Background: an optimization exercise with open tools, aiming at small area. Do not read the settings as production practice. The RTL was checked by simulation tests, not by an equivalence proof against the original design. Power and IR drop assume default switching activity.

===== design/flow/flow/run.sh =====
#!/bin/bash
# Own layout flow: the standard synthesis; then the logic between its registers is
# mapped again for area (ABC: deepsyn, the area-oriented mapper amap, then stochastic remapping
# of overlapping parts with amap), keeping every
# register as the standard synthesis made it; then the standard layout steps.
set -euo pipefail
R=orfs/results/${FLOW_PLATFORM}/HitTheMouse/base
bash standard.sh synth > synth.log 2>&1
cp $R/1_2_yosys.v $R/1_2_yosys_standard.v
export REMAP_LIB=${FLOW_HOME}/platforms/${FLOW_PLATFORM}/lib/sky130_fd_sc_hd__tt_025C_1v80.lib
export REMAP_MAPLIB=$PWD/remap.lib
export REMAP_SCRIPT=$PWD/flow/remap.abc
export REMAP_IN=$PWD/$R/1_2_yosys_standard.v
export REMAP_OUT=$PWD/$R/1_2_yosys.v
python3 flow/filterlib.py $REMAP_LIB $REMAP_MAPLIB > filterlib.log 2>&1
${FLOW_HOME}/../tools/install/yosys/bin/yosys -c flow/remap.tcl > remap.log 2>&1
# ports buffered with the smallest buffer; a clock tree of clkbuf_16 leaves for at most 25 registers
# each (clkbuf_8 above them), without dummy loads
bash standard.sh BUFFER_PORTS_ARGS="-buffer_cell sky130_fd_sc_hd__buf_1" \
  CTS_ARGS="-sink_clustering_enable -repair_clock_nets -sink_clustering_size 25 -sink_clustering_max_diameter 80 -buf_list sky130_fd_sc_hd__clkbuf_8 -sink_clustering_buffer sky130_fd_sc_hd__clkbuf_16 -dont_use_dummy_load" \
  finish > layout.log 2>&1

===== design/flow/flow/filterlib.py =====
# Writes a copy of a Liberty file that keeps only plain logic cells, for the remapping step:
# usage: python3 filterlib.py IN.lib OUT.lib
import re, sys
KEEP = re.compile(r'sky130_fd_sc_hd__(a\d|o\d|and\d|or\d|nand\d|nor\d|xor\d|xnor\d|inv_|mux2|mux4|maj3|buf_1$)')
DROP = re.compile(r'lpflow|probe|clk|dly')
src = open(sys.argv[1]).read()
out = []
pos = 0
kept = dropped = 0
for m in re.finditer(r'\n\s*cell\s*\(\s*"?([\w]+)"?\s*\)\s*\{', src):
    if m.start() < pos:
        continue
    # find the end of this cell group
    depth = 0
    i = m.end() - 1
    while True:
        c = src[i]
        if c == '{':
            depth += 1
        elif c == '}':
            depth -= 1
            if depth == 0:
                break
        i += 1
    name = m.group(1)
    out.append(src[pos:m.start()])
    if KEEP.match(name) and not DROP.search(name):
        out.append(src[m.start():i + 1])
        kept += 1
    else:
        dropped += 1
    pos = i + 1
out.append(src[pos:])
open(sys.argv[2], 'w').write(''.join(out))
print('kept %d cells, dropped %d' % (kept, dropped))

===== design/flow/flow/remap.abc =====
strash
&get -n
&deepsyn -T 400 -S 1
&put
dch
amap
stochmap -N 14 -T 300 -I 1000000 -S 1 -o "strash; dch; amap"

===== design/flow/flow/remap.tcl =====
# Maps the logic between the registers of the standard synthesis again, for area.
# The registers (their cells, instance names and output nets) are kept as they are.
# Environment: REMAP_IN, REMAP_OUT (netlists), REMAP_LIB (the platform's Liberty file),
# REMAP_MAPLIB (the cells to map to), REMAP_SCRIPT (ABC script), FLOW_TOP.
set f [open $::env(REMAP_IN)]
set text [read $f]
close $f
# sequential cell types used in the netlist
set seq {}
foreach {m t} [regexp -all -inline {(sky130_fd_sc_hd__(?:e?s?df|dl|sedf)[a-z0-9_]*)\s} $text] {
  if {[lsearch $seq $t] < 0} { lappend seq $t }
}
puts "sequential cells: $seq"
yosys read_liberty -ignore_miss_func -ignore_miss_dir $::env(REMAP_LIB)
yosys read_verilog $::env(REMAP_IN)
yosys hierarchy -top $::env(FLOW_TOP)
set sel {}
foreach t $seq {
  yosys setattr -mod -set blackbox 1 $t
  lappend sel t:$t %d
}
# hidden names for the cells that are flattened, so that nets keep their original names
yosys rename -hide t:sky130_fd_sc_hd__* {*}$sel
yosys flatten
yosys hierarchy -top $::env(FLOW_TOP)
# the platform's cells as black boxes, so that the mapped cells have known ports
yosys read_liberty -lib -ignore_redef -ignore_miss_func -ignore_miss_dir $::env(REMAP_LIB)
yosys opt_clean
yosys stat
yosys abc -liberty $::env(REMAP_MAPLIB) -script $::env(REMAP_SCRIPT)
yosys setundef -zero
yosys splitnets
yosys opt_clean -purge
yosys hilomap -singleton -hicell sky130_fd_sc_hd__conb_1 HI -locell sky130_fd_sc_hd__conb_1 LO
yosys insbuf -buf sky130_fd_sc_hd__buf_4 A X
yosys opt_clean -purge
yosys check -assert
yosys stat -liberty $::env(REMAP_LIB)
yosys write_verilog -noattr -noexpr -nohex -nodec $::env(REMAP_OUT)

===== design/flow/standard.sh =====
#!/bin/bash
# synth_recipe.tcl (not shown) runs the flow's synth.tcl, then flattens the netlist and writes it again
# the make line also repeats each setting of config.mk as NAME=value (left out here)
make -C /OpenROAD-flow-scripts/flow DESIGN_CONFIG=/design/flow/config.mk WORK_HOME=/design/flow/orfs CLKGATE_MAP_FILE= SYNTH_SCRIPT=/design/flow/synth_recipe.tcl "${@:-finish}"

===== design/flow/config.mk =====
export PLATFORM = sky130hd
export DESIGN_NAME = HitTheMouse
export DESIGN_NICKNAME = HitTheMouse
export VERILOG_FILES = /design/flow/design.v
export SDC_FILE = /design/flow/constraint.sdc
export NUM_CORES = 8
export LEC_CHECK = 0
export ABC_AREA = 1
export CAP_MARGIN = 20
export CORE_MARGIN = 2
export CORE_UTILIZATION = 70
export SLEW_MARGIN = 20

===== design/flow/constraint.sdc =====
create_clock -name core_clock -period 60.0 [get_ports {mclk}]
set_input_delay 12.0000 -clock core_clock [delete_from_list [all_inputs] [get_ports {mclk}]]
set_output_delay 12.0000 -clock core_clock [all_outputs]
set_load 0.01 [all_outputs]

===== design/flow/design.v =====
`timescale 1ns / 1ps
module HitTheMouse(
	input        mclk,       
	input        rst,        
	input  [7:0] btn,        
	output [7:0] led,        
	input  [3:0] fpgabtn,    
	output       OutBlue,
	output       OutGreen,
	output       OutRed,
	output       HS,
	output       VS,
	output       soundwave,  
	output       bgm         
);
reg       p;
reg [3:0] hr;
reg [6:0] hq;
reg [3:0] vr;
reg [5:0] vq;
reg [2:0] lm5;
wire hend = (hq==7'd79) && (hr==4'd9);
wire vend = (vq==6'd52) && (vr==4'd0);
always @(posedge mclk)
	if(rst) begin
		p<=1'b0; hr<=4'd0; hq<=7'd0; vr<=4'd0; vq<=6'd0; lm5<=3'd0;
	end else begin
		p<=~p;
		if(!p) begin
			if(hr==4'd9) begin
				hr<=4'd0;
				hq<=hend ? 7'd0 : hq+1'b1;
			end else hr<=hr+1'b1;
			if(hend) begin
				lm5<=(lm5==3'd4) ? 3'd0 : lm5+1'b1;
				if(vend) begin
					vr<=4'd0; vq<=6'd0;
				end else if(vr==4'd9) begin
					vr<=4'd0; vq<=vq+1'b1;
				end else vr<=vr+1'b1;
			end
		end
	end
wire th = (hr==4'd0) &&
          ((lm5==3'd0 && (hq==7'd25 || hq==7'd75)) ||
           (lm5==3'd1 &&  hq==7'd45) ||
           (lm5==3'd2 && (hq==7'd15 || hq==7'd65)) ||
           (lm5==3'd3 &&  hq==7'd35) ||
           (lm5==3'd4 && (hq==7'd5  || hq==7'd55)));
wire tick  = th & p;
wire tick1 = th & ~p;
assign HS = !(((hq>7'd65) || (hq==7'd65 && hr>=4'd6)) && ((hq<7'd75) || (hq==7'd75 && hr<=4'd1)));
wire h0 = (hq==7'd0) && (hr==4'd0);
assign VS = !((vq==6'd48 && vr==4'd9 && !h0) || (vq==6'd49 && vr==4'd0) || (vq==6'd49 && vr==4'd1 && h0));
wire [7:0] up;
wire [1:0] sc2, mx2;
wire [3:0] sc1, sc0, mx1, mx0;
wire [2:0] life;
wire [4:0] bq;
wire [3:0] brm;
wire [1:0] mission, sit;
wire hs, fs, ls;
game u_game(.clk(mclk), .rst(rst), .tick(tick), .tick1(tick1), .p(p), .btn(btn),
	.reset(fpgabtn[0]), .pause(fpgabtn[1]), .start(fpgabtn[2]),
	.up(up), .sc2(sc2), .sc1(sc1), .sc0(sc0), .mx2(mx2), .mx1(mx1), .mx0(mx0),
	.life(life), .bq(bq), .brm(brm), .mission(mission), .sit(sit), .hs(hs), .fs(fs), .ls(ls));
assign led = up;
sfx u_sfx(.clk(mclk), .rst(rst), .tick(tick), .hs(hs), .fs(fs), .ls(ls), .wave(soundwave));
music u_music(.clk(mclk), .rst(rst), .tick(tick), .sit(sit), .mission(mission), .wave(bgm));
vga u_vga(.hq(hq), .hr(hr), .vq(vq), .vr(vr), .up(up), .sc2(sc2), .sc1(sc1), .sc0(sc0),
	.mx2(mx2), .mx1(mx1), .mx0(mx0), .bq(bq), .brm(brm), .life(life), .mission(mission),
	.rgb({OutRed, OutGreen, OutBlue}));
endmodule
module game(
	input            clk, rst, tick, tick1,
	input            p,
	input      [7:0] btn,
	input            reset, pause, start,
	output reg [7:0] up,
	output reg [1:0] sc2, mx2,
	output reg [3:0] sc1, sc0, mx1, mx0,
	output reg [2:0] life,
	output reg [4:0] bq,      
	output reg [3:0] brm,
	output reg [1:0] mission, sit,
	output reg       hs, fs, ls
);
reg [3:0] sd;
always @(posedge clk)
	if(rst) sd<=4'd2;
	else if(tick) sd<=(sd>=4'd7) ? sd-4'd7 : sd+4'd6;
reg [3:0] ph;
always @(posedge clk)
	if(rst) ph<=4'd0;
	else if(p) ph<=ph+1'b1;
wire [4:0] phase = {ph,p};
wire last = (phase==5'd31);
reg [31:0] rg;
reg        rq, act, ld, init;
reg        d1, c1, e1, r1, c2;
wire [3:0] sdp = (sd>=4'd6) ? sd-4'd6 : sd+4'd7;
wire a = rg[0];
wire w = a ^ d1 ^ c1;                          
wire xr = rg[16] ^ e1 ^ r1;                    
wire u = ph[3] & xr;                           
wire y = w ^ u ^ c2;                           
wire sbit = (phase==5'd0) | ((phase>=5'd1 && phase<=5'd4) & sdp[phase[1:0]-2'd1]);
always @(posedge clk) begin
	rg<={ (act ? (ld ? sbit : y) : a), rg[31:1] };
	d1<=!last & a;
	c1<=!last & ((a&d1)|(a&c1)|(d1&c1));
	e1<=(phase!=5'd15) & xr;
	r1<=(phase!=5'd15) & ((xr&e1)|(xr&r1)|(e1&r1));
	c2<=!last & ((w&u)|(w&c2)|(u&c2));
end
reg [7:0]  old_btn;
reg        old_pause;
reg        hit;
reg [8:0]  ac;           
reg [6:0]  tc;           
reg [5:0]  dc;           
reg [4:0]  lb;           
reg [23:0] mouse;        
reg        clr_p, linc_p;
wire play = (sit==2'd0);
wire [7:0] rise = btn & ~old_btn;
wire [7:0] mup;
genvar gi;
generate for(gi=0;gi<8;gi=gi+1) begin: g_mup
	assign mup[gi] = |mouse[3*gi+2:3*gi];
end endgenerate
wire [7:0] hitv  = rise & up;       
wire anyhit  = |hitv;
wire anymiss = |(rise & ~up);
reg lasthit;
integer k;
always @* begin
	lasthit=1'b0;
	for(k=0;k<8;k=k+1)
		if(rise[k]) lasthit=up[k];
end
wire ge20 = (sc2!=2'd0) || (sc1>=4'd2);
wire ge50 = (sc2!=2'd0) || (sc1>=4'd5);
wire spawn = (ac==9'd299 && mission==2'd0) || (ac>=9'd249 && mission==2'd1) ||
             (ac>=9'd149 && mission==2'd2) || (hit && ac==9'd49);
wire [2:0] idx = (ph[3:2]==2'd0) ? rg[27:25] : (ph[3:2]==2'd1) ? rg[19:17] :
                 (ph[3:2]==2'd2) ? rg[11:9] : rg[3:1];
wire dis = (dc==6'd49);
wire tcw = (tc==7'd99);
wire cd0 = (bq==5'd1) && (brm==4'd0);    
wire mup_g = (ge20 && mission==2'd0) || (ge50 && mission==2'd1);
wire newgame = start && sit!=2'd3 && sit!=2'd0;
wire clr = reset || newgame;
wire linc = play && life<3'd5 && lb==5'd10;
wire pedge = !old_pause && pause;
always @(posedge clk) begin
	if(last) begin
		act<=rq;
		rq<=1'b0;
		if(act) ld<=1'b0;
	end
	if(tick) begin
		if(newgame) begin
			rq<=1'b1; ld<=1'b1; init<=1'b1;
		end else if(play && (spawn || (init && tc<7'd22))) begin
			rq<=1'b1;
			if(tc==7'd21) init<=1'b0;
		end
	end
end
reg [2:0] nm;
integer i;
always @(posedge clk) begin
	if(tick) begin
		if(play) begin
			if(spawn) begin
				hit<=1'b0;
				ac<=9'd0;
			end else ac<=ac+1'b1;
			if(dis) dc<=6'd0; else dc<=dc+1'b1;
			if(tcw) tc<=7'd0;
			else tc<=tc+1'b1;
			if(anyhit) begin
				hit<=1'b1; ac<=9'd0; dc<=6'd0;
			end
		end
		if(reset) begin
			ac<=9'd0; tc<=7'd0; dc<=6'd0; hit<=1'b0;
		end
		if(newgame) begin
			ac<=9'd0; tc<=7'd0; dc<=6'd0;
			hit<=1'b1;
		end
		old_btn<=btn;
		old_pause<=pause;
	end
	clr_p<=tick && clr;
	linc_p<=tick && linc;
	up<=mup;
end
always @(posedge clk)
if(rst) begin
	lb<=5'd0; bq<=5'd29; brm<=4'd0;
	mission<=2'd0; sit<=2'd2; hs<=1'b0; fs<=1'b0; ls<=1'b0;
	mouse<=24'd0;
end else if(tick) begin
	hs<=play && anyhit;
	fs<=play && anymiss;
	ls<=play && life==3'd0;
	if(play) begin
		if(tcw && !cd0) begin
			if(brm>=4'd7) brm<=brm-4'd7;
			else begin
				brm<=brm+4'd3; bq<=bq-1'b1;
			end
		end
		if(|rise) lb<=lasthit ? lb+1'b1 : 5'd0;
		if(linc) lb<=5'd0;
		if(mup_g) begin
			mission<=mission+1'b1;
			bq<=5'd29; brm<=4'd0;
		end
	end
	for(i=0;i<8;i=i+1) begin
		nm=mouse[3*i+:3];
		if(play && spawn && idx==i) nm=(mission==2'd0) ? 3'b101 : 3'b011;
		if(play && dis && up[i]) nm={mouse[3*i+:2], mouse[3*i]&~(mouse[3*i+1]&mouse[3*i+2])};
		if(play && hitv[i]) nm=3'd0;
		if(clr) nm=3'd0;
		mouse[3*i+:3]<=nm;
	end
	if(reset) begin
		lb<=5'd0; bq<=5'd29; brm<=4'd0; mission<=2'd0;
	end
	if(newgame) begin
		bq<=5'd29; brm<=4'd0; mission<=2'd0;
	end
	if(start && sit!=2'd0) sit<=2'd0;
	else if(pedge && sit==2'd0) sit<=2'd3;
	else if(pedge && sit==2'd3) sit<=2'd0;
	else if(reset) sit<=2'd2;
	else if(play && ((tcw && cd0) || life==3'd0)) sit<=2'd1;
end
always @(posedge clk)
if(rst) begin
	sc2<=2'd0; sc1<=4'd0; sc0<=4'd0;
	mx2<=2'd0; mx1<=4'd0; mx0<=4'd0;
	life<=3'd5;
end else begin
	if(tick1 && {sc2,sc1,sc0}>{mx2,mx1,mx0}) begin
		mx2<=sc2; mx1<=sc1; mx0<=sc0;
	end
	if(clr_p) begin
		sc2<=2'd0; sc1<=4'd0; sc0<=4'd0;
	end else if(tick1 && hs) begin
		if(sc0==4'd9) begin
			sc0<=4'd0;
			if(sc1==4'd9) begin
				sc1<=4'd0;
				sc2<=sc2+1'b1;
			end else sc1<=sc1+1'b1;
		end else sc0<=sc0+1'b1;
	end
	if(clr_p) life<=3'd5;
	else if(linc_p) life<=life+1'b1;
	else if(tick1 && fs) life<=life-1'b1;
end
endmodule
module tone(
	input         clk, rst,
	input         silent,
	input  [15:0] thr,
	output reg    wave
);
reg [15:0] cnt;
always @(posedge clk)
if(rst) begin
	cnt<=16'd0; wave<=1'b0;
end else if(silent) wave<=1'b0;
else if(cnt>=thr) begin
	cnt<=16'd0; wave<=~wave;
end else cnt<=cnt+1'b1;
endmodule
module sfx(
	input  clk, rst, tick, hs, fs, ls,
	output wave
);
reg [1:0] play, lastplay;
reg [6:0] nl;
always @(posedge clk)
	if(tick) begin
		if(play!=2'd0) nl<=nl+1'b1;
		else if(hs|fs|ls) nl<=7'd0;
	end
always @(posedge clk)
if(rst) begin
	play<=2'd0; lastplay<=2'd0;
end else if(tick) begin
	lastplay<=play;
	if((play==2'd1 && nl>=7'd49) || (play==2'd2 && nl>=7'd19) || (play==2'd3 && nl==7'd127))
		play<=2'd0;
	else if(ls) play<=2'd3;
	else if(fs) play<=2'd2;
	else if(hs) play<=2'd1;
end
wire [6:0] onl = nl-1'b1;
reg [3:0] scode;
always @* begin
	scode=4'd0;
	case(lastplay)
		2'd1: if(onl<7'd9) scode=4'd7; else if(onl<7'd49) scode=4'd8;
		2'd2: if(onl<7'd19) scode=4'd1;
		2'd3: begin
			if(onl<7'd15) scode=4'd2;
			else if(onl==7'd15) scode=4'd0;
			else if(onl<7'd31) scode=4'd6;
			else if(onl<7'd47) scode=4'd0;
			else if(onl<7'd63) scode=4'd6;
			else if(onl==7'd63) scode=4'd0;
			else if(onl<7'd79) scode=4'd6;
			else if(onl==7'd79) scode=4'd0;
			else if(onl<7'd95) scode=4'd5;
			else if(onl==7'd95) scode=4'd0;
			else if(onl<7'd111) scode=4'd4;
			else if(onl==7'd111) scode=4'd0;
			else if(onl<7'd127) scode=4'd3;
		end
		default: scode=4'd0;
	endcase
end
wire [3:0] sthr_i = scode;
wire [15:0] sthr =
	({16{sthr_i==4'd1}} & 16'hbab8) |
	({16{sthr_i==4'd2}} & 16'h62f0) |
	({16{sthr_i==4'd3}} & 16'h5d5b) |
	({16{sthr_i==4'd4}} & 16'h532e) |
	({16{sthr_i==4'd5}} & 16'h4a17) |
	({16{sthr_i==4'd6}} & 16'h45f4) |
	({16{sthr_i==4'd7}} & 16'h3178) |
	({16{sthr_i==4'd8}} & 16'h250c);
tone u_tone(.clk(clk), .rst(rst), .silent(scode==4'd0), .thr(sthr), .wave(wave));
endmodule
module music(
	input       clk, rst, tick,
	input [1:0] sit, mission,
	output      wave
);
reg [1:0] bc;
reg [6:0] bi;
reg [3:0] bj;
reg       muted;
wire [6:0] song_i = bi;
wire [4:0] song =
	({5{song_i==7'd0}} & 5'h3) |
	({5{song_i==7'd1}} & 5'h9) |
	({5{song_i==7'd2}} & 5'hb) |
	({5{song_i==7'd3}} & 5'h13) |
	({5{song_i==7'd4}} & 5'h4) |
	({5{song_i==7'd5}} & 5'h5) |
	({5{song_i==7'd6}} & 5'h5) |
	({5{song_i==7'd7}} & 5'hb) |
	({5{song_i==7'd8}} & 5'hb) |
	({5{song_i==7'd9}} & 5'h3) |
	({5{song_i==7'd10}} & 5'h5) |
	({5{song_i==7'd11}} & 5'hc) |
	({5{song_i==7'd12}} & 5'ha) |
	({5{song_i==7'd13}} & 5'ha) |
	({5{song_i==7'd14}} & 5'ha) |
	({5{song_i==7'd15}} & 5'h4) |
	({5{song_i==7'd16}} & 5'h4) |
	({5{song_i==7'd17}} & 5'hb) |
	({5{song_i==7'd18}} & 5'h13) |
	({5{song_i==7'd19}} & 5'h3) |
	({5{song_i==7'd20}} & 5'h9) |
	({5{song_i==7'd21}} & 5'hb) |
	({5{song_i==7'd22}} & 5'h13) |
	({5{song_i==7'd23}} & 5'h4) |
	({5{song_i==7'd24}} & 5'h5) |
	({5{song_i==7'd25}} & 5'h5) |
	({5{song_i==7'd26}} & 5'hb) |
	({5{song_i==7'd27}} & 5'hb) |
	({5{song_i==7'd28}} & 5'h3) |
	({5{song_i==7'd29}} & 5'h5) |
	({5{song_i==7'd30}} & 5'h7) |
	({5{song_i==7'd31}} & 5'h7) |
	({5{song_i==7'd32}} & 5'h7) |
	({5{song_i==7'd33}} & 5'h6) |
	({5{song_i==7'd34}} & 5'h5) |
	({5{song_i==7'd35}} & 5'h5) |
	({5{song_i==7'd36}} & 5'h4) |
	({5{song_i==7'd37}} & 5'h4) |
	({5{song_i==7'd38}} & 5'hd) |
	({5{song_i==7'd39}} & 5'h3) |
	({5{song_i==7'd40}} & 5'h3) |
	({5{song_i==7'd41}} & 5'hb) |
	({5{song_i==7'd42}} & 5'h3) |
	({5{song_i==7'd43}} & 5'h5) |
	({5{song_i==7'd44}} & 5'hf) |
	({5{song_i==7'd45}} & 5'hf) |
	({5{song_i==7'd46}} & 5'he) |
	({5{song_i==7'd47}} & 5'hd) |
	({5{song_i==7'd48}} & 5'hc) |
	({5{song_i==7'd49}} & 5'ha) |
	({5{song_i==7'd50}} & 5'ha) |
	({5{song_i==7'd51}} & 5'h2) |
	({5{song_i==7'd52}} & 5'h4) |
	({5{song_i==7'd53}} & 5'h6) |
	({5{song_i==7'd54}} & 5'h6) |
	({5{song_i==7'd55}} & 5'h6) |
	({5{song_i==7'd56}} & 5'h6) |
	({5{song_i==7'd57}} & 5'hd) |
	({5{song_i==7'd58}} & 5'hc) |
	({5{song_i==7'd59}} & 5'hd) |
	({5{song_i==7'd60}} & 5'h3) |
	({5{song_i==7'd61}} & 5'h3) |
	({5{song_i==7'd62}} & 5'hb) |
	({5{song_i==7'd64}} & 5'h3) |
	({5{song_i==7'd65}} & 5'hf) |
	({5{song_i==7'd66}} & 5'hf) |
	({5{song_i==7'd67}} & 5'he) |
	({5{song_i==7'd68}} & 5'hd) |
	({5{song_i==7'd69}} & 5'hc) |
	({5{song_i==7'd70}} & 5'ha) |
	({5{song_i==7'd71}} & 5'ha) |
	({5{song_i==7'd72}} & 5'h2) |
	({5{song_i==7'd73}} & 5'h4) |
	({5{song_i==7'd74}} & 5'h6) |
	({5{song_i==7'd75}} & 5'h6) |
	({5{song_i==7'd76}} & 5'h6) |
	({5{song_i==7'd77}} & 5'h6) |
	({5{song_i==7'd78}} & 5'hd) |
	({5{song_i==7'd79}} & 5'hc) |
	({5{song_i==7'd80}} & 5'hd) |
	({5{song_i==7'd81}} & 5'h3) |
	({5{song_i==7'd82}} & 5'h3) |
	({5{song_i==7'd83}} & 5'hb) |
	({5{song_i==7'd84}} & 5'h8);
wire [1:0] blen = song[4:3];
wire adv = (blen==2'd0) ? (bj>=4'd4) : (blen==2'd1) ? (bj>=4'd9) : (bj>=4'd14);
wire beat = (bc>=2'd3 && mission==2'd0) || (bc>=2'd2 && mission==2'd1) || (bc>=2'd1 && mission==2'd2);
always @(posedge clk)
	if(tick && beat && sit==2'd0 && bi<7'd85) muted<=1'b0;
	else if(tick && beat && sit==2'd3) muted<=1'b1;
always @(posedge clk)
if(rst) begin
	bc<=2'd0; bi<=7'd0; bj<=4'd0;
end else if(tick) begin
	if(beat) begin
		bc<=2'd0;
		if(sit==2'd0) begin
			if(bi<7'd85) begin
				if(adv) begin
					bj<=4'd0; bi<=bi+1'b1;
				end else bj<=bj+1'b1;
			end else bi<=7'd0;
		end else if(sit!=2'd3) begin
			bi<=7'd0; bj<=4'd0;
		end
	end else bc<=bc+1'b1;
end
wire [2:0] bcode = song[2:0];
wire [2:0] bthr_i = bcode;
wire [15:0] bthr =
	({16{bthr_i==3'd1}} & 16'hb045) |
	({16{bthr_i==3'd2}} & 16'h942f) |
	({16{bthr_i==3'd3}} & 16'h8424) |
	({16{bthr_i==3'd4}} & 16'h75a7) |
	({16{bthr_i==3'd5}} & 16'h6ef8) |
	({16{bthr_i==3'd6}} & 16'h62f0) |
	({16{bthr_i==3'd7}} & 16'h5822);
tone u_tone(.clk(clk), .rst(rst), .silent(bj==4'd0 || muted || bcode==3'd0), .thr(bthr), .wave(wave));
endmodule
module vga(
	input  [6:0] hq,
	input  [3:0] hr,
	input  [5:0] vq,
	input  [3:0] vr,
	input  [7:0] up,
	input  [1:0] sc2, mx2,
	input  [3:0] sc1, sc0, mx1, mx0,
	input  [4:0] bq,
	input  [3:0] brm,
	input  [2:0] life,
	input  [1:0] mission,
	output [2:0] rgb
);
wire act = !hq[6] && (vq<6'd48);
wire [3:0] C = hq[3:0];
wire [3:0] R = vq[3:0];
wire mu = up[~{vq[4],hq[5:4]}];
wire [3:0] mrow_i = R;
wire [15:0] mrow =
	({16{mrow_i==4'd1}} & 16'h7e0) |
	({16{mrow_i==4'd2}} & 16'hff0) |
	({16{mrow_i==4'd3}} & 16'h1ff8) |
	({16{mrow_i==4'd4}} & 16'h1bd8) |
	({16{mrow_i==4'd5}} & 16'h1bd8) |
	({16{mrow_i==4'd6}} & 16'h1bd8) |
	({16{mrow_i==4'd7}} & 16'h1ff8) |
	({16{mrow_i==4'd8}} & 16'h1e78) |
	({16{mrow_i==4'd9}} & 16'h1ff8) |
	({16{mrow_i==4'd10}} & 16'h1998) |
	({16{mrow_i==4'd11}} & 16'h1998) |
	({16{mrow_i==4'd12}} & 16'h1c38) |
	({16{mrow_i==4'd13}} & 16'h7ffe) |
	({16{mrow_i==4'd14}} & 16'h7ffe);
wire hole  = (C!=4'd0) && (C!=4'd15) && (R==4'd13 || R==4'd14);
wire mid   = (C==4'd7 || C==4'd8);
wire [2:0] mrgb = hole ? 3'b111 :
                  !mu ? 3'b000 :
                  (mid && R==4'd8) ? 3'b101 :
                  (mid && (R==4'd10 || R==4'd11)) ? 3'b111 :
                  mrow[C] ? 3'b011 : 3'b000;
wire vbar = (vq>=6'd42 && vq<=6'd45) || (vq==6'd46 && vr==4'd0);
wire hbar = (hq!=7'd0) && ((hq<{2'b00,bq}) || (hq=={2'b00,bq} && hr<=brm));
wire srow = (vq>=6'd33 && vq<=6'd38);
wire brow = (vq>=6'd41 && vq<=6'd46);
wire g2 = (hq>=7'd34 && hq<=7'd38);
wire g1 = (hq>=7'd41 && hq<=7'd45);
wire g0 = (hq>=7'd48 && hq<=7'd52);
wire [2:0] dr = vq[2:0]-3'd1;
wire [2:0] dc = g2 ? hq[2:0]-3'd2 : g1 ? hq[2:0]-3'd1 : hq[2:0];
wire [3:0] digit = srow ? (g2 ? {2'b00,sc2} : g1 ? sc1 : sc0) : (g2 ? {2'b00,mx2} : g1 ? mx1 : mx0);
wire [3:0] font_i = digit;
wire [29:0] font =
	({30{font_i==4'd0}} & 30'h1d18c62e) |
	({30{font_i==4'd1}} & 30'h1c4210c4) |
	({30{font_i==4'd2}} & 30'h3e22222e) |
	({30{font_i==4'd3}} & 30'h1d08321f) |
	({30{font_i==4'd4}} & 30'h11f4a988) |
	({30{font_i==4'd5}} & 30'h1d083c3f) |
	({30{font_i==4'd6}} & 30'h1d18bc2e) |
	({30{font_i==4'd7}} & 30'h842221f) |
	({30{font_i==4'd8}} & 30'h1d18ba2e) |
	({30{font_i==4'd9}} & 30'h1d0f462e);
wire [4:0] frow = (dr==3'd0) ? font[4:0] : (dr==3'd1) ? font[9:5] : (dr==3'd2) ? font[14:10] :
                  (dr==3'd3) ? font[19:15] : (dr==3'd4) ? font[24:20] : font[29:25];
wire dpix = (srow | brow) && (g2 | g1 | g0) && frow[dc];
wire hlev = (hq>=7'd56 && hq<=7'd61) || (hq==7'd62 && hr==4'd0);
wire lv1 = (vq>=6'd43 && vq<=6'd45) || (vq==6'd46 && vr==4'd0);
wire lv2 = (vq>=6'd39 && vq<=6'd41) || (vq==6'd42 && vr==4'd0);
wire lv3 = (vq>=6'd35 && vq<=6'd37) || (vq==6'd38 && vr==4'd0);
wire [6:0] hh_i = hq;
wire [5:0] hh =
	({6{hh_i==7'd0}} & 6'h3f) |
	({6{hh_i==7'd2}} & 6'h1) |
	({6{hh_i==7'd3}} & 6'h2) |
	({6{hh_i==7'd4}} & 6'h3) |
	({6{hh_i==7'd5}} & 6'h4) |
	({6{hh_i==7'd6}} & 6'h5) |
	({6{hh_i==7'd7}} & 6'h8) |
	({6{hh_i==7'd8}} & 6'h9) |
	({6{hh_i==7'd9}} & 6'ha) |
	({6{hh_i==7'd10}} & 6'hb) |
	({6{hh_i==7'd11}} & 6'hc) |
	({6{hh_i==7'd12}} & 6'hd) |
	({6{hh_i==7'd13}} & 6'h10) |
	({6{hh_i==7'd14}} & 6'h11) |
	({6{hh_i==7'd15}} & 6'h12) |
	({6{hh_i==7'd16}} & 6'h13) |
	({6{hh_i==7'd17}} & 6'h14) |
	({6{hh_i==7'd18}} & 6'h15) |
	({6{hh_i==7'd19}} & 6'h18) |
	({6{hh_i==7'd20}} & 6'h19) |
	({6{hh_i==7'd21}} & 6'h1a) |
	({6{hh_i==7'd22}} & 6'h1b) |
	({6{hh_i==7'd23}} & 6'h1c) |
	({6{hh_i==7'd24}} & 6'h1d) |
	({6{hh_i==7'd25}} & 6'h20) |
	({6{hh_i==7'd26}} & 6'h21) |
	({6{hh_i==7'd27}} & 6'h22) |
	({6{hh_i==7'd28}} & 6'h23) |
	({6{hh_i==7'd29}} & 6'h24) |
	({6{hh_i==7'd30}} & 6'h25) |
	({6{hh_i==7'd31}} & 6'h3f) |
	({6{hh_i==7'd32}} & 6'h3f) |
	({6{hh_i==7'd33}} & 6'h3f) |
	({6{hh_i==7'd34}} & 6'h3f) |
	({6{hh_i==7'd35}} & 6'h3f) |
	({6{hh_i==7'd36}} & 6'h3f) |
	({6{hh_i==7'd37}} & 6'h3f) |
	({6{hh_i==7'd38}} & 6'h3f) |
	({6{hh_i==7'd39}} & 6'h3f) |
	({6{hh_i==7'd40}} & 6'h3f) |
	({6{hh_i==7'd41}} & 6'h3f) |
	({6{hh_i==7'd42}} & 6'h3f) |
	({6{hh_i==7'd43}} & 6'h3f) |
	({6{hh_i==7'd44}} & 6'h3f) |
	({6{hh_i==7'd45}} & 6'h3f) |
	({6{hh_i==7'd46}} & 6'h3f) |
	({6{hh_i==7'd47}} & 6'h3f) |
	({6{hh_i==7'd48}} & 6'h3f) |
	({6{hh_i==7'd49}} & 6'h3f) |
	({6{hh_i==7'd50}} & 6'h3f) |
	({6{hh_i==7'd51}} & 6'h3f) |
	({6{hh_i==7'd52}} & 6'h3f) |
	({6{hh_i==7'd53}} & 6'h3f) |
	({6{hh_i==7'd54}} & 6'h3f) |
	({6{hh_i==7'd55}} & 6'h3f) |
	({6{hh_i==7'd56}} & 6'h3f) |
	({6{hh_i==7'd57}} & 6'h3f) |
	({6{hh_i==7'd58}} & 6'h3f) |
	({6{hh_i==7'd59}} & 6'h3f) |
	({6{hh_i==7'd60}} & 6'h3f) |
	({6{hh_i==7'd61}} & 6'h3f) |
	({6{hh_i==7'd62}} & 6'h3f) |
	({6{hh_i==7'd63}} & 6'h3f) |
	({6{hh_i==7'd64}} & 6'h3f) |
	({6{hh_i==7'd65}} & 6'h3f) |
	({6{hh_i==7'd66}} & 6'h3f) |
	({6{hh_i==7'd67}} & 6'h3f) |
	({6{hh_i==7'd68}} & 6'h3f) |
	({6{hh_i==7'd69}} & 6'h3f) |
	({6{hh_i==7'd70}} & 6'h3f) |
	({6{hh_i==7'd71}} & 6'h3f) |
	({6{hh_i==7'd72}} & 6'h3f) |
	({6{hh_i==7'd73}} & 6'h3f) |
	({6{hh_i==7'd74}} & 6'h3f) |
	({6{hh_i==7'd75}} & 6'h3f) |
	({6{hh_i==7'd76}} & 6'h3f) |
	({6{hh_i==7'd77}} & 6'h3f) |
	({6{hh_i==7'd78}} & 6'h3f) |
	({6{hh_i==7'd79}} & 6'h3f) |
	({6{hh_i==7'd80}} & 6'h3f) |
	({6{hh_i==7'd81}} & 6'h3f) |
	({6{hh_i==7'd82}} & 6'h3f) |
	({6{hh_i==7'd83}} & 6'h3f) |
	({6{hh_i==7'd84}} & 6'h3f) |
	({6{hh_i==7'd85}} & 6'h3f) |
	({6{hh_i==7'd86}} & 6'h3f) |
	({6{hh_i==7'd87}} & 6'h3f) |
	({6{hh_i==7'd88}} & 6'h3f) |
	({6{hh_i==7'd89}} & 6'h3f) |
	({6{hh_i==7'd90}} & 6'h3f) |
	({6{hh_i==7'd91}} & 6'h3f) |
	({6{hh_i==7'd92}} & 6'h3f) |
	({6{hh_i==7'd93}} & 6'h3f) |
	({6{hh_i==7'd94}} & 6'h3f) |
	({6{hh_i==7'd95}} & 6'h3f) |
	({6{hh_i==7'd96}} & 6'h3f) |
	({6{hh_i==7'd97}} & 6'h3f) |
	({6{hh_i==7'd98}} & 6'h3f) |
	({6{hh_i==7'd99}} & 6'h3f) |
	({6{hh_i==7'd100}} & 6'h3f) |
	({6{hh_i==7'd101}} & 6'h3f) |
	({6{hh_i==7'd102}} & 6'h3f) |
	({6{hh_i==7'd103}} & 6'h3f) |
	({6{hh_i==7'd104}} & 6'h3f) |
	({6{hh_i==7'd105}} & 6'h3f) |
	({6{hh_i==7'd106}} & 6'h3f) |
	({6{hh_i==7'd107}} & 6'h3f) |
	({6{hh_i==7'd108}} & 6'h3f) |
	({6{hh_i==7'd109}} & 6'h3f) |
	({6{hh_i==7'd110}} & 6'h3f) |
	({6{hh_i==7'd111}} & 6'h3f) |
	({6{hh_i==7'd112}} & 6'h3f) |
	({6{hh_i==7'd113}} & 6'h3f) |
	({6{hh_i==7'd114}} & 6'h3f) |
	({6{hh_i==7'd115}} & 6'h3f) |
	({6{hh_i==7'd116}} & 6'h3f) |
	({6{hh_i==7'd117}} & 6'h3f) |
	({6{hh_i==7'd118}} & 6'h3f) |
	({6{hh_i==7'd119}} & 6'h3f) |
	({6{hh_i==7'd120}} & 6'h3f) |
	({6{hh_i==7'd121}} & 6'h3f) |
	({6{hh_i==7'd122}} & 6'h3f) |
	({6{hh_i==7'd123}} & 6'h3f) |
	({6{hh_i==7'd124}} & 6'h3f) |
	({6{hh_i==7'd125}} & 6'h3f) |
	({6{hh_i==7'd126}} & 6'h3f) |
	({6{hh_i==7'd127}} & 6'h3f);
wire [2:0] hi = hh[5:3];
wire [2:0] hj = hh[2:0];
wire [6:0] hc_i = {hj,hr};
wire [4:0] hc =
	({5{hc_i==7'd4}} & 5'h10) |
	({5{hc_i==7'd5}} & 5'h10) |
	({5{hc_i==7'd6}} & 5'h10) |
	({5{hc_i==7'd7}} & 5'h10) |
	({5{hc_i==7'd8}} & 5'h11) |
	({5{hc_i==7'd9}} & 5'h11) |
	({5{hc_i==7'd16}} & 5'h11) |
	({5{hc_i==7'd17}} & 5'h11) |
	({5{hc_i==7'd18}} & 5'h12) |
	({5{hc_i==7'd19}} & 5'h12) |
	({5{hc_i==7'd20}} & 5'h12) |
	({5{hc_i==7'd21}} & 5'h12) |
	({5{hc_i==7'd22}} & 5'h13) |
	({5{hc_i==7'd23}} & 5'h13) |
	({5{hc_i==7'd24}} & 5'h13) |
	({5{hc_i==7'd25}} & 5'h13) |
	({5{hc_i==7'd32}} & 5'h14) |
	({5{hc_i==7'd33}} & 5'h14) |
	({5{hc_i==7'd34}} & 5'h14) |
	({5{hc_i==7'd35}} & 5'h14) |
	({5{hc_i==7'd36}} & 5'h15) |
	({5{hc_i==7'd37}} & 5'h15) |
	({5{hc_i==7'd38}} & 5'h15) |
	({5{hc_i==7'd39}} & 5'h15) |
	({5{hc_i==7'd40}} & 5'h16) |
	({5{hc_i==7'd41}} & 5'h16) |
	({5{hc_i==7'd48}} & 5'h16) |
	({5{hc_i==7'd49}} & 5'h16) |
	({5{hc_i==7'd50}} & 5'h17) |
	({5{hc_i==7'd51}} & 5'h17) |
	({5{hc_i==7'd52}} & 5'h17) |
	({5{hc_i==7'd53}} & 5'h17) |
	({5{hc_i==7'd54}} & 5'h18) |
	({5{hc_i==7'd55}} & 5'h18) |
	({5{hc_i==7'd56}} & 5'h18) |
	({5{hc_i==7'd57}} & 5'h18) |
	({5{hc_i==7'd64}} & 5'h19) |
	({5{hc_i==7'd65}} & 5'h19) |
	({5{hc_i==7'd66}} & 5'h19) |
	({5{hc_i==7'd67}} & 5'h19) |
	({5{hc_i==7'd68}} & 5'h1a) |
	({5{hc_i==7'd69}} & 5'h1a) |
	({5{hc_i==7'd70}} & 5'h1a) |
	({5{hc_i==7'd71}} & 5'h1a) |
	({5{hc_i==7'd72}} & 5'h1b) |
	({5{hc_i==7'd73}} & 5'h1b) |
	({5{hc_i==7'd80}} & 5'h1b) |
	({5{hc_i==7'd81}} & 5'h1b) |
	({5{hc_i==7'd82}} & 5'h1c) |
	({5{hc_i==7'd83}} & 5'h1c) |
	({5{hc_i==7'd84}} & 5'h1c) |
	({5{hc_i==7'd85}} & 5'h1c);
wire [9:0] hv_i = {vq,vr};
wire [4:0] hv =
	({5{hv_i==10'd534}} & 5'h10) |
	({5{hv_i==10'd535}} & 5'h10) |
	({5{hv_i==10'd536}} & 5'h10) |
	({5{hv_i==10'd537}} & 5'h10) |
	({5{hv_i==10'd544}} & 5'h11) |
	({5{hv_i==10'd545}} & 5'h11) |
	({5{hv_i==10'd546}} & 5'h11) |
	({5{hv_i==10'd547}} & 5'h11) |
	({5{hv_i==10'd548}} & 5'h12) |
	({5{hv_i==10'd549}} & 5'h12) |
	({5{hv_i==10'd550}} & 5'h12) |
	({5{hv_i==10'd551}} & 5'h12) |
	({5{hv_i==10'd552}} & 5'h13) |
	({5{hv_i==10'd553}} & 5'h13) |
	({5{hv_i==10'd560}} & 5'h13) |
	({5{hv_i==10'd561}} & 5'h13) |
	({5{hv_i==10'd562}} & 5'h14) |
	({5{hv_i==10'd563}} & 5'h14) |
	({5{hv_i==10'd564}} & 5'h14) |
	({5{hv_i==10'd565}} & 5'h14) |
	({5{hv_i==10'd566}} & 5'h15) |
	({5{hv_i==10'd567}} & 5'h15) |
	({5{hv_i==10'd568}} & 5'h15) |
	({5{hv_i==10'd569}} & 5'h15) |
	({5{hv_i==10'd576}} & 5'h16) |
	({5{hv_i==10'd577}} & 5'h16) |
	({5{hv_i==10'd578}} & 5'h16) |
	({5{hv_i==10'd579}} & 5'h16) |
	({5{hv_i==10'd580}} & 5'h17) |
	({5{hv_i==10'd581}} & 5'h17) |
	({5{hv_i==10'd582}} & 5'h17) |
	({5{hv_i==10'd583}} & 5'h17) |
	({5{hv_i==10'd584}} & 5'h18) |
	({5{hv_i==10'd585}} & 5'h18) |
	({5{hv_i==10'd592}} & 5'h18) |
	({5{hv_i==10'd593}} & 5'h18) |
	({5{hv_i==10'd594}} & 5'h19) |
	({5{hv_i==10'd595}} & 5'h19) |
	({5{hv_i==10'd596}} & 5'h19) |
	({5{hv_i==10'd597}} & 5'h19) |
	({5{hv_i==10'd598}} & 5'h1a) |
	({5{hv_i==10'd599}} & 5'h1a) |
	({5{hv_i==10'd600}} & 5'h1a) |
	({5{hv_i==10'd601}} & 5'h1a) |
	({5{hv_i==10'd608}} & 5'h1b) |
	({5{hv_i==10'd609}} & 5'h1b) |
	({5{hv_i==10'd610}} & 5'h1b) |
	({5{hv_i==10'd611}} & 5'h1b) |
	({5{hv_i==10'd612}} & 5'h1c) |
	({5{hv_i==10'd613}} & 5'h1c) |
	({5{hv_i==10'd614}} & 5'h1c) |
	({5{hv_i==10'd615}} & 5'h1c);
wire [3:0] hrow = hv[3:0];
wire [3:0] hcol = hc[3:0];
wire [3:0] hrowa_i = hrow;
wire [12:0] hrowa =
	({13{hrowa_i==4'd0}} & 13'h208) |
	({13{hrowa_i==4'd1}} & 13'hf1e) |
	({13{hrowa_i==4'd2}} & 13'h1fbf) |
	({13{hrowa_i==4'd3}} & 13'h1fff) |
	({13{hrowa_i==4'd4}} & 13'h1fff) |
	({13{hrowa_i==4'd5}} & 13'h1fff) |
	({13{hrowa_i==4'd6}} & 13'h1fff) |
	({13{hrowa_i==4'd7}} & 13'hffe) |
	({13{hrowa_i==4'd8}} & 13'h7fc) |
	({13{hrowa_i==4'd9}} & 13'h3f8) |
	({13{hrowa_i==4'd10}} & 13'h1f0) |
	({13{hrowa_i==4'd11}} & 13'he0) |
	({13{hrowa_i==4'd12}} & 13'h40);
wire [3:0] hrowb_i = hrow;
wire [12:0] hrowb =
	({13{hrowb_i==4'd0}} & 13'h208) |
	({13{hrowb_i==4'd1}} & 13'hf1e) |
	({13{hrowb_i==4'd2}} & 13'h1f9f) |
	({13{hrowb_i==4'd3}} & 13'h1fcf) |
	({13{hrowb_i==4'd4}} & 13'h1f07) |
	({13{hrowb_i==4'd5}} & 13'h1c0f) |
	({13{hrowb_i==4'd6}} & 13'h1c3f) |
	({13{hrowb_i==4'd7}} & 13'he3e) |
	({13{hrowb_i==4'd8}} & 13'h73c) |
	({13{hrowb_i==4'd9}} & 13'h398) |
	({13{hrowb_i==4'd10}} & 13'h190) |
	({13{hrowb_i==4'd11}} & 13'hc0) |
	({13{hrowb_i==4'd12}} & 13'h40);
wire alive = (life<=3'd5) && (life>hi);
wire hpix = hv[4] && hc[4] && (alive ? hrowa[hcol] : hrowb[hcol]);
wire [2:0] lower = (vbar && hbar) ? 3'b010 :
                   dpix ? (srow ? 3'b111 : 3'b100) :
                   (hlev && lv1) ? 3'b011 :
                   (hlev && lv2 && (mission==2'd1 || mission==2'd2)) ? 3'b010 :
                   (hlev && lv3 && mission==2'd2) ? 3'b110 :
                   hpix ? (alive ? 3'b100 : 3'b111) : 3'b000;
assign rgb = !act ? 3'b000 : !vq[5] ? mrgb : lower;
endmodule

==> metrics.md, run 1 <==
| Metric | Value |
|---|---|
| Slowest-stage cell, CP | dfxtp_1 |
| Avg WL per Cell | 17.5 um |
| Syn. warnings | 5 |
| Syn_area_per_cell | 7.68 sq um |
| CTS tree | yes |
| Ant diodes | 0 |
| Worst path top cell family by delay | compound AO/OA/AOI/OAI gates |
| M1 WL | 13100 um |
| Crit path time final | 16.80 ns |
| Final Util | 0.760 |
| Root Buffer | clkbuf_8 |
| Clock Sink Count | 243 |
| Layout Nets | 1603 |
| Cell Area, Synth | 0.0118 sq mm |
| DRT Pass-1 Iters | 7 |
| Initial Util | 0.715 |
| Clock network power share | 0.321 |
| Setup tns final | 0 ns |
| Crit Path Max Fanout | 14 |
| Core area | 0.0165 sq mm |
| RSZ-0062 raised after global routing | false |
| Reg clk slew, reported paths | 0.10 ns |
| Critical path startpoint category | flop |
| Worst hold path class | reg -> reg |
| Critical Path End Type | output pin |
| Vias per cell | 6.48 |
| Global-route wire length before repair | 51900 um |
| DRC errors left | 0 |
| Slew headroom | 0.365 |
| Proportion of layout cells with a drive suffix above 1 | 0.0145 |
| P_int | 210 uW |
| Worst-path cell chain | inv_1 > nand2_1 > a221oi_1 > nor3_1 > inv_1 > nor2_1 > o21ai_0 > a31oi_1 > o21ai_0 > a31oi_1 > o21ai_0 > a21oi_1 > nor2_1 > a211oi_1 > a221o_1 > nor2_1 > a21boi_0 > buf_1 |
| Wire length on met2 | 14800 um |
| Die ar. | 0.0179 sq mm |
| Switching pwr | 63.1 uW |
| Die H | 134 um |
| H-tree levels | 1 |
| Hold Fails Final Rpt | 0 |
| GR Overflow Total | 0 |
| Routability cong. | 0.973 |
| Leak | 4.26 nW |
| Max Clock Skew | 0.0707 ns |
| # fillers | 1263 |
| TritonCTS buffer count | 14 |
| Largest net degree at the start of global routing | 33 |
| Syn-to-layout area delta | 6.39% |
| Reg2reg setup slack | 53.18 ns |
| Clk buf depth | 3 |
| Final period util | 0.280 |
| Number of max-cap violations | 0 |
| Clk latency of the worst-skew pair | 0.55 ns |
| I/O Pins | 29 |
| WP buf/inv | 3 |
| Row count | 47 |
| CP Class | reg -> out |
| Fmax achieved | 59.5 MHz |
| PD cells | 21.8 mW/mm^2 |
| Worst endpoint required time | 48.00 ns |
| Final worst slack | 43.20 ns |
| Reg power frac | 0.625 |
| Gate power share | 0.054 |
| GRT Util Overall | 0.348 |
| Port Buffers | 27 |
| Syn nets | 1552 |
| CTS hold repair buffers | 0 |
| Final wirelength | 31600 um |
| Worst-Margin Slew | 0.944 ns |
| Die X | 134 um |
| Dpl hpwl | 22700 um |
| Worst Path Arrival | 4.80 ns |
| Worst vdd ir | 26.2 uV |
| Initial DRC Count | 1051 |
| Initial antenna violation count | 0 |
| Setup WS pre-CTS | 43.84 ns |
| DR vias | 11700 |
| PostCTS Resize Cnt | 0 |
| Final setup fails | 0 |
| Final Max Tran Viols | 0 |
| WL met3 | 2590 um |
| Register area | 0.00528 sq mm |
| Vias in the first global route | 11000 |
| Area of the multi-input gates | 0.00586 sq mm |
| Switch share | 0.231 |
| Postcts setup bufs | 0 |
| Top Metal Used | met4 |
| Number of routed nets with antenna violations | 0 |
| Crit-path max cell delay | 0.60 ns |
| Post-Synthesis Cells | 1538 |
| Status | finished clean |
flip-flops by register name (all words and copies together) (netlist names), 5 cells and up:
signal	cells
hq	7
u_game.ac	9
u_game.bq	5
u_game.dc	6
u_game.lb	5
u_game.mouse	24
u_game.old_btn	8
u_game.rg	32
u_game.tc	7
u_game.up	8
u_music.bi	7
u_music.u_tone.cnt	16
u_sfx.nl	7
u_sfx.u_tone.cnt	16
vq	6
power groups by stage:
stage	clock [mW]	sequential, mW	combinational [mW]
5_1_grt	0.0943	0.171	0.0164
2_1_floorplan	0	0.174	0.00923
3_3_place_gp	0	0.174	0.0135
4_1_cts	0.0878	0.171	0.0145
6_report	0.0878	0.171	0.0148
3_5_place_dp	0	0.174	0.0142
final cells by class:
class / count / area share
multi-input combinational: 1116 / 0.467
sequential: 243 / 0.420
inverter: 179 / 0.0535
clock buffer: 14 / 0.0252
tap: 220 / 0.0219
timing repair buffer: 35 / 0.0129
cells in the final DEF (no fill, tap or decap), types with 27 or more instances in the layout:
| cell type | n |
|---|---|
| nor2_1 | 299 |
| dfxtp_1 | 202 |
| inv_1 | 179 |
| nand2_1 | 142 |
| o21ai_0 | 142 |
| a21oi_1 | 83 |
| nor3_1 | 78 |
| a211oi_1 | 55 |
| o22ai_1 | 45 |
| edfxtp_1 | 41 |
| a31oi_1 | 27 |
stage by stage:
stage	instances	total power, mW	hold WS, ns	instance area, sq um
after CTS	1807	0.273	0.333	12600
after detailed placement	1793	0.189	0.312	12200
after floorplan	1538	0.183	0.310	11800
after global placement	1793	0.188	0.310	12200
after global routing	1807	0.282	0.342	12600
final	1807	0.274	0.334	12600
final timing paths:
kind,depth (start not counted),to,start
worst max-delay path,18,OutGreen,hq[3]
worst min-delay path,0,u_game.rg[23],u_game.rg[24]
worst max register to register,33,u_music.u_tone.cnt[14],u_music.bi[1]
worst min register to register,0,u_game.rg[23],u_game.rg[24]
worst register-to-register path: cells and delay by family, from the launching register on:
family          cells  cell delay [ns]
compound gates      9             2.47
flops               1             0.43
buf+inv             2             0.45
simple gates       22             3.29
layer usage:
layer	track usage	vias to the layer above
met2	0.583	585
met4	0.140	0
met3	0.0548	100
met5	0	-
met1	0.453	5350
li1	-	5682
==> run 2, diff against run 1 <==
--- a/design/flow/design.v
+++ b/design/flow/design.v
@@ -55,3 +55,3 @@
 wire [7:0] up;
-wire [1:0] sc2, mx2;
+wire sc2, mx2;
 wire [3:0] sc1, sc0, mx1, mx0;
@@ -79,3 +79,3 @@
 	output reg [7:0] up,
-	output reg [1:0] sc2, mx2,
+	output reg       sc2, mx2,    
 	output reg [3:0] sc1, sc0, mx1, mx0,
@@ -94,6 +94,6 @@
 	if(rst) ph<=4'd0;
-	else if(p) ph<=ph+1'b1;
-wire [4:0] phase = {ph,p};
-wire last = (phase==5'd31);
-reg [31:0] rg;
+	else if(p) ph<=(ph==4'd14) ? 4'd0 : ph+1'b1;
+wire last = (ph==4'd14) & p;                   
+wire ph15 = (ph==4'd7) & p;                    
+reg [29:0] rg;
 reg        rq, act, ld, init;
@@ -101,14 +101,14 @@
 wire [3:0] sdp = (sd>=4'd6) ? sd-4'd6 : sd+4'd7;
-wire a = rg[0];
+wire a = rg[0];                                
 wire w = a ^ d1 ^ c1;                          
-wire xr = rg[16] ^ e1 ^ r1;                    
-wire u = ph[3] & xr;                           
+wire xr = rg[14] ^ e1 ^ r1;                    
+wire u = ph15 | (ph[3] & xr);                  
 wire y = w ^ u ^ c2;                           
-wire sbit = (phase==5'd0) | ((phase>=5'd1 && phase<=5'd4) & sdp[phase[1:0]-2'd1]);
+wire sbit = (ph==4'd0) ? (p ? sdp[1] : sdp[0]) : (ph==4'd1) ? (p ? sdp[3] : sdp[2]) : 1'b0;
 always @(posedge clk) begin
-	rg<={ (act ? (ld ? sbit : y) : a), rg[31:1] };
-	d1<=!last & a;
+	rg<={ (act ? (ld ? sbit : y) : a), rg[29:1] };
+	d1<=last | a;
 	c1<=!last & ((a&d1)|(a&c1)|(d1&c1));
-	e1<=(phase!=5'd15) & xr;
-	r1<=(phase!=5'd15) & ((xr&e1)|(xr&r1)|(e1&r1));
+	e1<=ph15 | xr;
+	r1<=!ph15 & ((xr&e1)|(xr&r1)|(e1&r1));
 	c2<=!last & ((w&u)|(w&c2)|(u&c2));
@@ -141,8 +141,7 @@
 end
-wire ge20 = (sc2!=2'd0) || (sc1>=4'd2);
-wire ge50 = (sc2!=2'd0) || (sc1>=4'd5);
+wire ge20 = sc2 || (sc1>=4'd2);
+wire ge50 = sc2 || (sc1>=4'd5);
 wire spawn = (ac==9'd299 && mission==2'd0) || (ac>=9'd249 && mission==2'd1) ||
              (ac>=9'd149 && mission==2'd2) || (hit && ac==9'd49);
-wire [2:0] idx = (ph[3:2]==2'd0) ? rg[27:25] : (ph[3:2]==2'd1) ? rg[19:17] :
-                 (ph[3:2]==2'd2) ? rg[11:9] : rg[3:1];
+wire [2:0] idx = (ph==4'd9) ? rg[10:8] : (ph==4'd14) ? {rg[0],rg[29:28]} : rg[20:18];
 wire dis = (dc==6'd49);
@@ -245,4 +244,4 @@
 if(rst) begin
-	sc2<=2'd0; sc1<=4'd0; sc0<=4'd0;
-	mx2<=2'd0; mx1<=4'd0; mx0<=4'd0;
+	sc2<=1'b0; sc1<=4'd0; sc0<=4'd0;
+	mx2<=1'b0; mx1<=4'd0; mx0<=4'd0;
 	life<=3'd5;
@@ -253,3 +252,3 @@
 	if(clr_p) begin
-		sc2<=2'd0; sc1<=4'd0; sc0<=4'd0;
+		sc2<=1'b0; sc1<=4'd0; sc0<=4'd0;
 	end else if(tick1 && hs) begin
@@ -259,3 +258,3 @@
 				sc1<=4'd0;
-				sc2<=sc2+1'b1;
+				sc2<=1'b1;
 			end else sc1<=sc1+1'b1;
@@ -305,27 +304,10 @@
 end
-wire [6:0] onl = nl-1'b1;
-reg [3:0] scode;
-always @* begin
-	scode=4'd0;
-	case(lastplay)
-		2'd1: if(onl<7'd9) scode=4'd7; else if(onl<7'd49) scode=4'd8;
-		2'd2: if(onl<7'd19) scode=4'd1;
-		2'd3: begin
-			if(onl<7'd15) scode=4'd2;
-			else if(onl==7'd15) scode=4'd0;
-			else if(onl<7'd31) scode=4'd6;
-			else if(onl<7'd47) scode=4'd0;
-			else if(onl<7'd63) scode=4'd6;
-			else if(onl==7'd63) scode=4'd0;
-			else if(onl<7'd79) scode=4'd6;
-			else if(onl==7'd79) scode=4'd0;
-			else if(onl<7'd95) scode=4'd5;
-			else if(onl==7'd95) scode=4'd0;
-			else if(onl<7'd111) scode=4'd4;
-			else if(onl==7'd111) scode=4'd0;
-			else if(onl<7'd127) scode=4'd3;
-		end
-		default: scode=4'd0;
-	endcase
-end
+wire [2:0] blk = nl[6:4];
+wire nl0 = (nl==7'd0);
+wire [3:0] tune3 = (blk==3'd0) ? 4'd2 : (blk==3'd2) ? 4'd0 : (blk==3'd5) ? 4'd5 :
+                   (blk==3'd6) ? 4'd4 : (blk==3'd7) ? 4'd3 : 4'd6;
+wire [3:0] scode = nl0 ? 4'd0 :
+                   (lastplay==2'd1) ? ((nl<=7'd9) ? 4'd7 : (nl<=7'd49) ? 4'd8 : 4'd0) :
+                   (lastplay==2'd2) ? ((nl<=7'd19) ? 4'd1 : 4'd0) :
+                   (lastplay==2'd3 && (nl[3:0]!=4'd0 || blk==3'd3)) ? tune3 : 4'd0;
 wire [3:0] sthr_i = scode;
@@ -478,3 +460,3 @@
 	input  [7:0] up,
-	input  [1:0] sc2, mx2,
+	input        sc2, mx2,
 	input  [3:0] sc1, sc0, mx1, mx0,
@@ -522,3 +504,3 @@
 wire [2:0] dc = g2 ? hq[2:0]-3'd2 : g1 ? hq[2:0]-3'd1 : hq[2:0];
-wire [3:0] digit = srow ? (g2 ? {2'b00,sc2} : g1 ? sc1 : sc0) : (g2 ? {2'b00,mx2} : g1 ? mx1 : mx0);
+wire [3:0] digit = srow ? (g2 ? {3'b000,sc2} : g1 ? sc1 : sc0) : (g2 ? {3'b000,mx2} : g1 ? mx1 : mx0);
 wire [3:0] font_i = digit;
==> metrics.md, run 2 <==
| Metric | Value |
|---|---|
| Status | finished clean (unchanged) |
| DR vias | 11700 (about the same) |
| Hold Fails Final Rpt | 0 (unchanged) |
| GR Layer Usage met3 | 0.0373 (was 0.0548) |
| Grt peak-use layer | met2 (unchanged) |
| I/O Pins | 29 (unchanged) |
| Hold Path Origin | u_game.rg[6] (was u_game.rg[24]) |
| Reg clk slew, reported paths | 0.09 ns (was 0.10 ns) |
| Syn_area_per_cell | 7.57 sq um (was 7.68 sq um) |
| RSZ-0062 raised after global routing | false (unchanged) |
| Ant diodes | 0 (unchanged) |
| Routability cong. | 0.962 (was 0.973) |
| R2R Path End | u_music.u_tone.cnt[3] (was u_music.u_tone.cnt[14]) |
| H-tree levels | 1 (unchanged) |
| Largest Register | u_game.rg (unchanged) |
| Hold path depth | 0 (unchanged) |
| Vias in the first global route | 10600 (was 11000) |
| GR Overflow Total | 0 (unchanged) |
| Crit Path Max Fanout | 15 (was 14) |
| Critical Path End Type | output pin (unchanged) |
| Number of routed nets with antenna violations | 0 (unchanged) |
| Vias per cell | 6.42 (was 6.48) |
| Worst flop-to-flop path startpoint | u_music.bi[2] (was u_music.bi[1]) |
| Commonest non-fill, non-tap cell in the layout | nor2_1 (unchanged) |
| PD cells | 21.4 mW/mm^2 (was 21.8 mW/mm^2) |
| Worst-Margin Slew | 0.948 ns (was 0.944 ns) |
| Switch share | 0.226 (was 0.231) |
| Syn-to-layout area delta | 6.22% (was 6.39%) |
| Layout Nets | 1613 (was 1603) |
| Reg power frac | 0.625 (about the same) |
| Setup tns final | 0 ns (unchanged) |
| Core area | 0.0165 sq mm (about the same) |
| TritonCTS buffer count | 14 (unchanged) |
| Final Max Tran Viols | 0 (unchanged) |
| Initial DRC Count | 1186 (was 1051) |
| Clock network power share | 0.325 (was 0.321) |
| Row count | 47 (unchanged) |
| Worst endpoint required time | 48.00 ns (about the same) |
| GRT Util Overall | 0.326 (was 0.348) |
| Final setup fails | 0 (unchanged) |
| Largest net degree at the start of global routing | 30 (was 33) |
| Die ar. | 0.0178 sq mm (was 0.0179 sq mm) |
| Switching pwr | 60.3 uW (was 63.1 uW) |
| Root Buffer | clkbuf_8 (unchanged) |
| Total power | 267 uW (was 274 uW) |
| Cell Area, Synth | 0.0117 sq mm (was 0.0118 sq mm) |
| Postcts setup bufs | 0 (unchanged) |
| CP Class | reg -> out (unchanged) |
| Initial Util | 0.714 (was 0.715) |
| DRT Pass-1 Iters | 5 (was 7) |
| Clk latency of the worst-skew pair | 0.56 ns (was 0.55 ns) |
| Clk buf depth | 3 (unchanged) |
| DRC errors left | 0 (unchanged) |
| Sink of the worst hold path | u_game.rg[5] (was u_game.rg[23]) |
| Syn. warnings | 5 (unchanged) |
| CTS hold repair buffers | 0 (unchanged) |
| Number of max-cap violations | 0 (unchanged) |
| Max Clock Skew | 0.103 ns (was 0.0707 ns) |
| Reg2reg setup slack | 53.21 ns (was 53.18 ns) |
| Commonest cells after routing, fill and taps aside | nor2_1 (311), dfxtp_1 (198), inv_1 (180) (was nor2_1 (299), dfxtp_1 (202), inv_1 (179)) |
| Crit path time final | 16.93 ns (was 16.80 ns) |
| Largest registers | u_game.rg: 30 flops, u_game.mouse: 24 flops (was u_game.rg: 32 flops, u_game.mouse: 24 flops) |
| Final wirelength | 29500 um (was 31600 um) |
| Dpl hpwl | 21900 um (was 22700 um) |
| CTS tree | yes (unchanged) |
| Gate power share | 0.050 (was 0.054) |
| Worst vdd ir | 22.9 uV (was 26.2 uV) |
| PostCTS Resize Cnt | 0 (unchanged) |
| Reg2reg path depth | 29 (was 33) |
| Die X | 134 um (about the same) |
| Initial antenna violation count | 0 (unchanged) |
| Max FFs per register | 30 (was 32) |
| # fillers | 1305 (was 1263) |
| Post-Synthesis Cells | 1551 (was 1538) |
| Critical path startpoint category | flop (unchanged) |
| Avg WL per Cell | 16.3 um (was 17.5 um) |
| Die H | 134 um (about the same) |
| Fmax achieved | 59.1 MHz (was 59.5 MHz) |
| M2 GR Usage | 0.554 (was 0.583) |
| Worst Path Arrival | 4.93 ns (was 4.80 ns) |
| Met1 Resource Use GR | 0.443 (was 0.453) |
| Area of the multi-input gates | 0.00588 sq mm (was 0.00586 sq mm) |
| Clock Sink Count | 239 (was 243) |
| P_int | 206 uW (was 210 uW) |
| Slew headroom | 0.363 (was 0.365) |
| Final period util | 0.282 (was 0.280) |
| Port Buffers | 27 (unchanged) |
| Proportion of layout cells with a drive suffix above 1 | 0.0119 (was 0.0145) |
| Leak | 4.37 nW (was 4.26 nW) |
| Global-route wire length before repair | 49200 um (was 51900 um) |
| Syn nets | 1565 (was 1552) |
| Worst hold path class | reg -> reg (unchanged) |
| Register area | 0.00519 sq mm (was 0.00528 sq mm) |
-- run 2: power by group through the flow --
| stage | Clock (mW) | Combinational, mW | Sequential (mW) |
|---|---|---|---|
| final | 0.0868 | 0.0133 | 0.167 |
| after global routing | 0.0922 | 0.0149 | 0.167 |
| after CTS | 0.0879 | 0.0131 | 0.167 |
| after detailed placement | 0 | 0.0130 | 0.170 |
| after global placement | 0 | 0.0124 | 0.170 |
| after floorplan | 0 | 0.00889 | 0.170 |
-- run 2: worst max-delay path, cell delays in order, from the launching register on --
cell and delay, ns:
dfxtp_1 0.49, inv_1 0.30, o21ai_0 0.23, a21oi_1 0.07, nor3_1 0.39, inv_1 0.20, a21oi_1 0.31, nor2_1 0.11
a21oi_1 0.18, nand2_1 0.11, o311ai_0 0.27, o21ai_0 0.30, o21ai_0 0.22, a21oi_1 0.06, a221oi_1 0.31, nor4_1 0.07
nor2_1 0.10, nor4_1 0.07, a221oi_1 0.39, a21boi_0 0.14, buf_1 0.14
-- run 2: worst max path at each step --
stage          slack, ns  start        to
2_1_floorplan      44.51  vq[3]  OutGreen
3_3_place_gp       43.69  vq[3]  OutGreen
3_5_place_dp       43.66  vq[3]  OutGreen
4_1_cts            43.17  vq[3]  OutGreen
5_1_grt            42.57  vq[3]  OutGreen
6_report           43.07  vq[3]  OutGreen
-- run 2: layout make-up --
cell class	instances	area share
Tap cell	220	0.0221
Clock buffer	14	0.0254
Sequential cell	239	0.416
Inverter	180	0.0541
Timing Repair Buffer	32	0.0111
Multi-Input combinational cell	1132	0.471
-- run 2: metal layers --
layer	vias up	wire length [um]
li1	5712	-
met1	5347	12800
met2	531	14000
met3	70	2180
met4	0	605
met5	-	0
-- run 2: stage by stage --
stage / cell area (sq um) / setup slack, ns / hold slack, ns / cells / util
after floorplan: 11700 / 44.51 / 0.310 / 1551 / -
after global placement: 12200 / 43.69 / 0.310 / 1803 / 0.739
after detailed placement: 12200 / 43.66 / 0.312 / 1803 / 0.739
after CTS: 12500 / 43.17 / 0.334 / 1817 / 0.758
after global routing: 12500 / 42.57 / 0.340 / 1817 / 0.758
final: 12500 / 43.07 / 0.334 / 1817 / 0.758

separate check: timing with driven ports:
The flow's constraints put no driver on any port. The routed layouts listed below were extracted and timed again, unchanged, in two steps.
Step 1, drivers: a clkbuf_16 drives mclk and a buf_2 each remaining input, both assumed.
Step 2 adds t to the input delays and takes it off the output delays; t is the mean of the earliest and latest rising clock arrival at the registers after step 1. Input paths then give back, and output paths get back, about the clock's delay inside the block.
Three values: no drivers, after step 1, after step 2; two values: the first two.
run | t, ns | setup slack, ns | worst setup path after step 2 | worst slew at a driven data input, ns | pins driven straight from the clock port
run 1 | 0.558 | 43.199 / 43.155 / 43.713 | register to output | 0.03 | 1
run 2 | 0.551 | 43.072 / 43.031 / 43.582 | register to output | 0.05 | 1
After both steps every run listed still meets setup and hold.
